What follows belongs to an exercise in optimizing a design on an open flow for small area; a production flow would make more cautious choices. Where RTL was checked, it was by simulation tests only, not by an equivalence proof against the original. The clock port is modelled as an ideal driver; clocking choices that lean on that would not hold on a real chip.

==> run Z: inputs <==
// music_player_top
module music_player_top(
	 play_button,   
	 next_button,   
	 reset_n,       
	 clk,
	 New_Frame,
	 sample_out,
	 play_led,
	 song_led);
	input 	clk;
	input 	play_button;
	input 	next_button;
	input    reset_n;
	input  New_Frame;
	output [15:0] sample_out;
	wire reset = ~reset_n;
	output [1:0] song_led;
	output play_led;
	wire next;
	button_press_unit next_button_press_unit(
	   .clk(clk),
	   .reset(reset),
	   .in(next_button),
	   .out(next));
	wire play;
	wire[1:0]song;
	music_player music_player_inst(
      .clk(clk),
      .reset(reset),
      .play_button(play_button),
      .next(next), 
      .New_Frame(New_Frame), 
      .sample_out(sample_out),
  	   .play(play),
		.song(song));
  assign	play_led=~play;
  assign song_led=~song;  
   endmodule
==> module frequency_rom, before the edit <==
module frequency_rom(dout, addr);
  output [19:0] dout;
  input [5:0] addr;
  assign dout =
    (addr[5] ?
      (addr[4] ?
        (addr[3] ?
          (addr[2] ?
            (addr[1] ?
              (addr[0] ?
                20'h547ae :
                20'h4f87d) :
              (addr[0] ?
                20'h4b17e :
                20'h46d3a)) :
            (addr[1] ?
              (addr[0] ?
                20'h42e6b :
                20'h3f258) :
              (addr[0] ?
                20'h3b900 :
                20'h3851e))) :
          (addr[2] ?
            (addr[1] ?
              (addr[0] ?
                20'h3513c :
                20'h322d0) :
              (addr[0] ?
                20'h2f465 :
                20'h2cb6f)) :
            (addr[1] ?
              (addr[0] ?
                20'h2a3d7 :
                20'h27c3e) :
              (addr[0] ?
                20'h258bf :
                20'h2369d)))) :
        (addr[3] ?
          (addr[2] ?
            (addr[1] ?
              (addr[0] ?
                20'h21735 :
                20'h1f92c) :
              (addr[0] ?
                20'h1dc80 :
                20'h1c28f)) :
            (addr[1] ?
              (addr[0] ?
                20'h1a89e :
                20'h19168) :
              (addr[0] ?
                20'h17a32 :
                20'h165b7))) :
          (addr[2] ?
            (addr[1] ?
              (addr[0] ?
                20'h151eb :
                20'h13e1f) :
              (addr[0] ?
                20'h12c5f :
                20'h11b4e)) :
            (addr[1] ?
              (addr[0] ?
                20'h10b9a :
                20'hfc96) :
              (addr[0] ?
                20'hee40 :
                20'he147))))) :
      (addr[4] ?
        (addr[3] ?
          (addr[2] ?
            (addr[1] ?
              (addr[0] ?
                20'hd44f :
                20'hc8b4) :
              (addr[0] ?
                20'hbd19 :
                20'hb2db)) :
            (addr[1] ?
              (addr[0] ?
                20'ha8f5 :
                20'h9f0f) :
              (addr[0] ?
                20'h962f :
                20'h8da7))) :
          (addr[2] ?
            (addr[1] ?
              (addr[0] ?
                20'h85cd :
                20'h7e4b) :
              (addr[0] ?
                20'h7720 :
                20'h70a3)) :
            (addr[1] ?
              (addr[0] ?
                20'h6a27 :
                20'h645a) :
              (addr[0] ?
                20'h5e8c :
                20'h596d)))) :
        (addr[3] ?
          (addr[2] ?
            (addr[1] ?
              (addr[0] ?
                20'h547a :
                20'h4f87) :
              (addr[0] ?
                20'h4b17 :
                20'h46d3)) :
            (addr[1] ?
              (addr[0] ?
                20'h42e6 :
                20'h3f25) :
              (addr[0] ?
                20'h3b90 :
                20'h3851))) :
          (addr[2] ?
            (addr[1] ?
              (addr[0] ?
                20'h3513 :
                20'h322d) :
              (addr[0] ?
                20'h2f46 :
                20'h2cb6)) :
            (addr[1] ?
              (addr[0] ?
                20'h2a3d :
                20'h27c3) :
              (addr[0] ?
                20'h258b :
                20'h0))))));
endmodule
Settings: LEC_CHECK=0, ABC_AREA=1, CAP_MARGIN=20, CORE_MARGIN=2, CORE_UTILIZATION=40, CTS_BUF_LIST=sky130_fd_sc_hd__clkbuf_8, GPL_TIMING_DRIVEN=0, SLEW_MARGIN=20; clock period 10.0 ns.
standard.sh (not shown) runs the stock make flow with config.mk's settings and CLKGATE_MAP_FILE= SYNTH_SCRIPT=/design/flow/synth_recipe.tcl, a recipe that flattens the netlist after the stock synthesis.
==> flow/flow/run.sh <==
#!/bin/bash
# Own layout flow: the standard flow (standard.sh) with three changes:
#  - synthesis maps with an area-oriented ABC script (flow/abc_area.script);
#  - port buffers are the smallest buffer (buf_1) instead of the default pick;
#  - CTS inserts no dummy loads.
# Registers, floorplan, power grid, tap cells, repair and routing are the
# standard flow's.  Each tool's output goes to the ORFS logs under orfs/logs;
# make's own output goes to flow_make.log here.
set -euo pipefail
S=$PWD/scripts_area
rm -rf "$S"
cp -r "$FLOW_HOME/scripts" "$S"
cp flow/abc_area.script "$S/abc_area.script"
bash standard.sh SCRIPTS_DIR="$S" \
  BUFFER_PORTS_ARGS="-buffer_cell sky130_fd_sc_hd__buf_1" \
  CTS_ARGS="-sink_clustering_enable -repair_clock_nets -dont_use_dummy_load -buf_list sky130_fd_sc_hd__clkbuf_8" \
  finish > flow_make.log 2>&1
==> flow/flow/abc_area.script <==
strash
&get -n
&deepsyn -J 100
&put
amap
topo
==> run H (differences from run Z) <==
--- a/flow/design.v
+++ b/flow/design.v
@@ -42,18 +42,16 @@
 module DIV_N(clk, reset, out);
    input clk;
    input reset;
    output out;
    parameter n = 17;
-   localparam [16:0] ODD = 17'h0aaaa;
-   reg [16:0] p;
-   wire low_zero = (p[15:0] == ODD[15:0]);         
-   wire fb = p[16] ^ ~p[13] ^ low_zero;             
-   assign out = p[16] & low_zero;                   
+   reg [16:0] q;
+   wire low_zero = ~|q[15:0];
+   assign out = q[16] & low_zero;
    always @(posedge clk)
-      if (reset) p <= ODD;
-      else p <= {~p[15:0], fb};
+      if (reset) q <= 17'd0;
+      else q <= {q[15:0], q[16] ^ q[13] ^ low_zero};
 endmodule
 module button_press_unit(clk, reset, in, out);
    input clk;
    input reset;
    input in;
@@ -321,20 +319,21 @@
    output reg new_note;
    localparam RESET = 2'b00, NEW_NOTE = 2'b01, WAIT = 2'b11, NEXT_NOTE = 2'b10;
    reg [1:0] state;
    reg [4:0] sound_m1;       
    reg song_temp_done;
-   reg ld_zero;              
+   reg ld_zero, ld_note;     
    reg [1:0] song_d;         
    reg [6:0] rom_addr;       
    wire [4:0] sound_p1;
    inc #(5) u_sinc(.a(sound_m1), .ci(1'b1), .s(sound_p1));
    always @(posedge clk) begin
       ld_zero <= ~reset & (state == RESET);
+      ld_note <= ~reset & (state == NEW_NOTE);
       song_d <= song;
       if (ld_zero) rom_addr <= 7'd0;
-      else if ((state == WAIT) & new_note) rom_addr <= {song_d, sound_m1};
+      else if (ld_note) rom_addr <= {song_d, sound_m1};
       if (reset)
          state <= RESET;
       else case (state)
          RESET: begin
             new_note <= 1'b0;
@@ -635,24 +634,18 @@
 endmodule
 module sine_reader(clk, reset, rst_phase, step_size, gen, sample);
    input clk, reset, rst_phase, gen;
    input [19:0] step_size;
    output [15:0] sample;
-   reg rst_d, gen_d, carry;
+   reg rst_d;
    reg [21:0] acc_phase;
-   wire [10:0] lo_next;
-   wire [10:0] hi_sum;
-   wire lo_co;
-   rca #(11) u_lo(.a(rst_d ? 11'd0 : acc_phase[10:0]), .b(gen ? step_size[10:0] : 11'd0),
-                  .ci(1'b0), .s(lo_next), .co(lo_co));
-   rca #(11) u_hi(.a(acc_phase[21:11]), .b(gen_d ? {2'b00, step_size[19:11]} : 11'd0),
-                  .ci(gen_d & carry), .s(hi_sum), .co());
+   wire [21:0] phase_next;
+   rca #(22) u_padd(.a(rst_d ? 22'd0 : acc_phase), .b(gen ? {2'b00, step_size} : 22'd0),
+                    .ci(1'b0), .s(phase_next), .co());
    always @(posedge clk) begin
       rst_d <= rst_phase;
-      gen_d <= gen;
-      carry <= lo_co;
-      acc_phase <= {rst_d ? 11'd0 : hi_sum, lo_next};
+      acc_phase <= phase_next;
    end
    wire h = acc_phase[20];
    wire [10:0] n_next;
    inc #(11) u_ninc(.a({1'b0, acc_phase[19:10] ^ {10{h}}}), .ci(h), .s(n_next));
    reg sgn;
@@ -694,30 +687,29 @@
             p <= sum[19:1];
       end
    assign sample = {sgn, p[18:4] ^ {15{sgn}}};
 endmodule
 module note_player(clk, reset, play_enable, note_to_load, duration_to_load,
-                   done_with_note, load_new_note, beat, gen, step_size);
+                   done_with_note, load_new_note, beat, step_size);
    input clk;
    input reset;
    input play_enable;
    input [5:0] note_to_load;
    input [5:0] duration_to_load;
    input load_new_note;
    output reg done_with_note;
    input beat;
-   input gen;
    output [19:0] step_size;
    reg playing;
    reg timer_done;
    reg [5:0] note;
    reg [5:0] note_d;
    reg [5:0] count_number;
    wire [5:0] count_p;
    inc #(6) u_cinc(.a(count_number), .ci(beat), .s(count_p));
    always @(posedge clk) begin
-      if (~gen) note_d <= note;    
+      note_d <= note;
       if (reset) begin
          playing <= 1'b0;
          note <= 6'd0;
          done_with_note <= 1'b0;
       end else if (playing & timer_done) begin
@@ -806,11 +798,11 @@
    wire beat;
    wire gen;
    wire [19:0] step_size;
    note_player note_player(.clk(clk), .reset(rst_play), .play_enable(play),
       .note_to_load(note_to_play), .duration_to_load(duration_for_note),
-      .load_new_note(new_note), .done_with_note(note_done), .beat(beat), .gen(gen),
+      .load_new_note(new_note), .done_with_note(note_done), .beat(beat),
       .step_size(step_size));
    wire [15:0] note_sample;
    sine_reader sine_reader(.clk(clk), .reset(reset), .rst_phase(rst_play),
       .step_size(step_size), .gen(gen), .sample(note_sample));
    beat_generator #(.N(1000), .CounterBits(10)) beat_generator(.clk(clk),
==> flow/run.sh (new file) <==
#!/bin/bash
# synth_recipe.tcl (not shown) runs the flow's synth.tcl, then flattens the netlist and writes it again
# the make line also repeats each setting of config.mk as NAME=value (left out here)
make -C /OpenROAD-flow-scripts/flow DESIGN_CONFIG=/design/flow/config.mk WORK_HOME=/design/flow/orfs CLKGATE_MAP_FILE= SYNTH_SCRIPT=/design/flow/synth_recipe.tcl finish
--- a/flow/config.mk
+++ b/flow/config.mk
@@ -8,7 +8,7 @@
 export ABC_AREA = 1
 export CAP_MARGIN = 20
 export CORE_MARGIN = 2
 export CORE_UTILIZATION = 40
 export CTS_BUF_LIST = sky130_fd_sc_hd__clkbuf_8
-export GPL_TIMING_DRIVEN = 0
+export CTS_CLUSTER_SIZE = 10
 export SLEW_MARGIN = 20
removed: flow/flow/run.sh
removed: flow/flow/abc_area.script
removed: flow/standard.sh
==> run X (differences from run Z) <==
--- a/flow/design.v
+++ b/flow/design.v
@@ -368,138 +368,166 @@
    assign song_done = song_temp_done & ~std_last;
 endmodule
 module frequency_rom(dout, addr);
   output [19:0] dout;
   input [5:0] addr;
-  assign dout =
+  wire [6:0] d =
     (addr[5] ?
       (addr[4] ?
         (addr[3] ?
           (addr[2] ?
             (addr[1] ?
               (addr[0] ?
-                20'h547ae :
-                20'h4f87d) :
+                7'h2 :
+                7'h1) :
               (addr[0] ?
-                20'h4b17e :
-                20'h46d3a)) :
+                7'h0 :
+                7'h1b)) :
             (addr[1] ?
               (addr[0] ?
-                20'h42e6b :
-                20'h3f258) :
+                7'h1a :
+                7'h19) :
               (addr[0] ?
-                20'h3b900 :
-                20'h3851e))) :
+                7'h18 :
+                7'h17))) :
           (addr[2] ?
             (addr[1] ?
               (addr[0] ?
-                20'h3513c :
-                20'h322d0) :
+                7'h16 :
+                7'h15) :
               (addr[0] ?
-                20'h2f465 :
-                20'h2cb6f)) :
+                7'h14 :
+                7'h13)) :
             (addr[1] ?
               (addr[0] ?
-                20'h2a3d7 :
-                20'h27c3e) :
+                7'h12 :
+                7'h11) :
               (addr[0] ?
-                20'h258bf :
-                20'h2369d)))) :
+                7'h10 :
+                7'h2b)))) :
         (addr[3] ?
           (addr[2] ?
             (addr[1] ?
               (addr[0] ?
-                20'h21735 :
-                20'h1f92c) :
+                7'h2a :
+                7'h29) :
               (addr[0] ?
-                20'h1dc80 :
-                20'h1c28f)) :
+                7'h28 :
+                7'h27)) :
             (addr[1] ?
               (addr[0] ?
-                20'h1a89e :
-                20'h19168) :
+                7'h26 :
+                7'h25) :
               (addr[0] ?
-                20'h17a32 :
-                20'h165b7))) :
+                7'h24 :
+                7'h23))) :
           (addr[2] ?
             (addr[1] ?
               (addr[0] ?
-                20'h151eb :
-                20'h13e1f) :
+                7'h22 :
+                7'h21) :
               (addr[0] ?
-                20'h12c5f :
-                20'h11b4e)) :
+                7'h20 :
+                7'h3b)) :
             (addr[1] ?
               (addr[0] ?
-                20'h10b9a :
-                20'hfc96) :
+                7'h3a :
+                7'h39) :
               (addr[0] ?
-                20'hee40 :
-                20'he147))))) :
+                7'h38 :
+                7'h37))))) :
       (addr[4] ?
         (addr[3] ?
           (addr[2] ?
             (addr[1] ?
               (addr[0] ?
-                20'hd44f :
-                20'hc8b4) :
+                7'h36 :
+                7'h35) :
               (addr[0] ?
-                20'hbd19 :
-                20'hb2db)) :
+                7'h34 :
+                7'h33)) :
             (addr[1] ?
               (addr[0] ?
-                20'ha8f5 :
-                20'h9f0f) :
+                7'h32 :
+                7'h31) :
               (addr[0] ?
-                20'h962f :
-                20'h8da7))) :
+                7'h30 :
+                7'h4b))) :
           (addr[2] ?
             (addr[1] ?
               (addr[0] ?
-                20'h85cd :
-                20'h7e4b) :
+                7'h4a :
+                7'h49) :
               (addr[0] ?
-                20'h7720 :
-                20'h70a3)) :
+                7'h48 :
+                7'h47)) :
             (addr[1] ?
               (addr[0] ?
-                20'h6a27 :
-                20'h645a) :
+                7'h46 :
+                7'h45) :
               (addr[0] ?
-                20'h5e8c :
-                20'h596d)))) :
+                7'h44 :
+                7'h43)))) :
         (addr[3] ?
           (addr[2] ?
             (addr[1] ?
               (addr[0] ?
-                20'h547a :
-                20'h4f87) :
+                7'h42 :
+                7'h41) :
               (addr[0] ?
-                20'h4b17 :
-                20'h46d3)) :
+                7'h40 :
+                7'h5b)) :
             (addr[1] ?
               (addr[0] ?
-                20'h42e6 :
-                20'h3f25) :
-              (addr[0] ?
-                20'h3b90 :
-                20'h3851))) :
+                7'h5a :
+                7'h59) :
+              (addr[0] ?
+                7'h58 :
+                7'h57))) :
           (addr[2] ?
             (addr[1] ?
               (addr[0] ?
-                20'h3513 :
-                20'h322d) :
-              (addr[0] ?
-                20'h2f46 :
-                20'h2cb6)) :
-            (addr[1] ?
-              (addr[0] ?
-                20'h2a3d :
-                20'h27c3) :
-              (addr[0] ?
-                20'h258b :
-                20'h0))))));
+                7'h56 :
+                7'h55) :
+              (addr[0] ?
+                7'h54 :
+                7'h53)) :
+            (addr[1] ?
+              (addr[0] ?
+                7'h52 :
+                7'h51) :
+              (addr[0] ?
+                7'h50 :
+                7'hf))))));
+  wire [3:0] r = d[3:0];
+  wire [19:0] l =
+    (r[3] ?
+      (r[2] ?
+        20'h0 :
+        (r[1] ?
+          (r[0] ?
+            20'h8da74 :
+            20'h85cd6) :
+          (r[0] ?
+            20'h7e4b0 :
+            20'h77200))) :
+      (r[2] ?
+        (r[1] ?
+          (r[0] ?
+            20'h70a3c :
+            20'h6a278) :
+          (r[0] ?
+            20'h645a0 :
+            20'h5e8ca)) :
+        (r[1] ?
+          (r[0] ?
+            20'h596de :
+            20'h547ae) :
+          (r[0] ?
+            20'h4f87d :
+            20'h4b17e))));
+  assign dout = l >> d[6:4];
 endmodule
 module sine_rom(seg, sel, coef);
   input [3:0] seg;
   input [1:0] sel;
   output [19:0] coef;
==> flow/flow/run.sh (replaced) <==
#!/bin/bash
# Own layout flow: the standard flow (standard.sh) with these changes:
#  - synthesis maps with an area-oriented ABC script (flow/abc_area.script);
#  - synthesis extracts only full adders (extract_fa -fa): half adders are
#    left to ABC, which maps incrementers and comparators better than fixed
#    half-adder cells (and leaves none whose sum output ends up unused);
#  - port buffers are the smallest buffer (buf_1) instead of the default pick;
#  - CTS inserts no dummy loads, and clock buffers whose sinks see a slew
#    over 100 ps after CTS are upsized (flow/post_cts.tcl);
# Registers, floorplan, power grid, tap cells, repair and routing are the
# standard flow's.  Each tool's output goes to the ORFS logs under orfs/logs;
# make's own output goes to flow_make.log here.
set -euo pipefail
S=$PWD/scripts_area
rm -rf "$S"
cp -r "$FLOW_HOME/scripts" "$S"
cp flow/abc_area.script "$S/abc_area.script"
grep -q '^  extract_fa {\*}\[dont_use_extract_fa_args\]$' "$S/synth.tcl"
sed -i 's/^  extract_fa {\*}\[dont_use_extract_fa_args\]$/  extract_fa -fa/' "$S/synth.tcl"
grep -q '^  extract_fa -fa$' "$S/synth.tcl"
bash standard.sh SCRIPTS_DIR="$S" \
  BUFFER_PORTS_ARGS="-buffer_cell sky130_fd_sc_hd__buf_1" \
  CTS_ARGS="-sink_clustering_enable -repair_clock_nets -dont_use_dummy_load -buf_list sky130_fd_sc_hd__clkbuf_8" \
  POST_CTS_TCL="$PWD/flow/post_cts.tcl" \
  SKIP_CTS_REPAIR_TIMING=1 \
  finish > flow_make.log 2>&1
==> flow/flow/post_cts.tcl (new file) <==
estimate_parasitics -placement
set upsized 0
foreach inst [[ord::get_db_block] getInsts] {
  set master [[$inst getMaster] getName]
  if {$master ne "sky130_fd_sc_hd__clkbuf_8"} { continue }
  set name [$inst getName]
  set out [get_pins -of_objects [get_cells $name] -filter "direction==output"]
  set net [get_nets -of_objects $out]
  set worst 0.0
  foreach pin [get_pins -of_objects $net -filter "direction==input"] {
    foreach e {rise fall} {
      set s [get_property $pin slew_max_$e]
      if {$s > $worst} { set worst $s }
    }
  }
  if {$worst > 0.100} {
    puts "post_cts: $name worst sink slew [format %.3f $worst] ns, upsizing to clkbuf_16"
    replace_cell $name sky130_fd_sc_hd__clkbuf_16
    incr upsized
  }
}
puts "post_cts: upsized $upsized clock buffers"
if {$upsized > 0} {
  detailed_placement
  check_placement -verbose
  estimate_parasitics -placement
}
==> summary.txt <==
quantity                                                                                                   run H                               run X                               run Z
Critical Path AT                                                                                        10.07 ns                             9.86 ns                             9.93 ns
Number of flip-flops and latches                                                                             178                                 179                                 179
Worst setup path category                                                                                 in2reg                             reg2reg                             reg2reg
Syn avg cell area                                                                                       7.34 um2                            8.18 um2                            8.51 um2
Clock latency reported for the late side of the worst-skew pair                                          0.48 ns                             0.39 ns                             0.49 ns
Die X                                                                                                     170 um                              156 um                              163 um
Post-CTS setup buffer count                                                                                    0                                   -                                   0
H-tree depth reported by CTS                                                                                   4                                   -                                   4
# resized after CTS                                                                                            0                                   -                                  14
Sink count of the clock tree                                                                                 178                                 179                                 179
Overall via count from detail_route                                                                        10100                                8179                                9095
Run status                                                                               complete, no violations             complete, no violations             complete, no violations
Effective utilization at floorplan                                                                         0.409                               0.408                               0.403
Maximum clock frequency                                                                                0.103 GHz                           0.104 GHz                           0.104 GHz
Layout buffering overhead excluding clock cells                                                           0.0365                              0.0207                              0.0251
Share of the synthesized area in compound gates (AO/OA/AOI/OAI)                                            0.163                               0.228                               0.225
Tap cells                                                                                                    372                                 285                                 330
Wire length on met1                                                                                      14.2 mm                             11.7 mm                             13.2 mm
Cell with the largest stage delay on the worst path                             sky130_fd_sc_hd__clkdlybuf4s50_1            sky130_fd_sc_hd__dfxtp_2               sky130_fd_sc_hd__fa_1
Peak supply drop                                                                                      0.000100 V                         0.0000885 V                         0.0000978 V
Highest cell delay on the worst timing path                                                              0.50 ns                             0.59 ns                             0.45 ns
Number of nets in the synthesized netlist                                                                   1607                                1171                                1282
Worst min-delay path endpoint                                    music_player_inst.song_reader.song_d[0]$_DFF_P_  next_button_press_unit.ff2$_DFF_P_  next_button_press_unit.ff2$_DFF_P_
No functional check of the RTL was part of run Z and run H.

re-timing with driven ports:
The flow's constraints put no driver on any port. The routed layouts listed below were extracted and timed again, unchanged, in two steps. Step 1, drivers: a clkbuf_16 drives clk and a buf_2 each remaining input, both assumed. Step 2 adds t to the input delays and takes it off the output delays; t is the mean of the earliest and latest rising clock arrival at the registers after step 1. Input paths then give back, and output paths get back, about the clock's delay inside the block. Three values: ideal, step 1, step 2; two values: the first two.
run	shift t [ns]	slack for setup (ns)	hold slack, ns
run Z	0.509	0.424 / 0.424 / 0.424	0.337 / 0.337 / 0.337
run H	0.511	0.290 / 0.302 / -0.209	0.357 / 0.357 / 0.357
run X	0.420	0.421 / 0.421 / 0.421	0.329 / 0.329 / 0.329
Met with ideal ports but missed after step 2: setup timing in run H. The setup slack of run H, which loses most, moves by +0.012 ns with the drivers and by -0.499 ns with both steps.
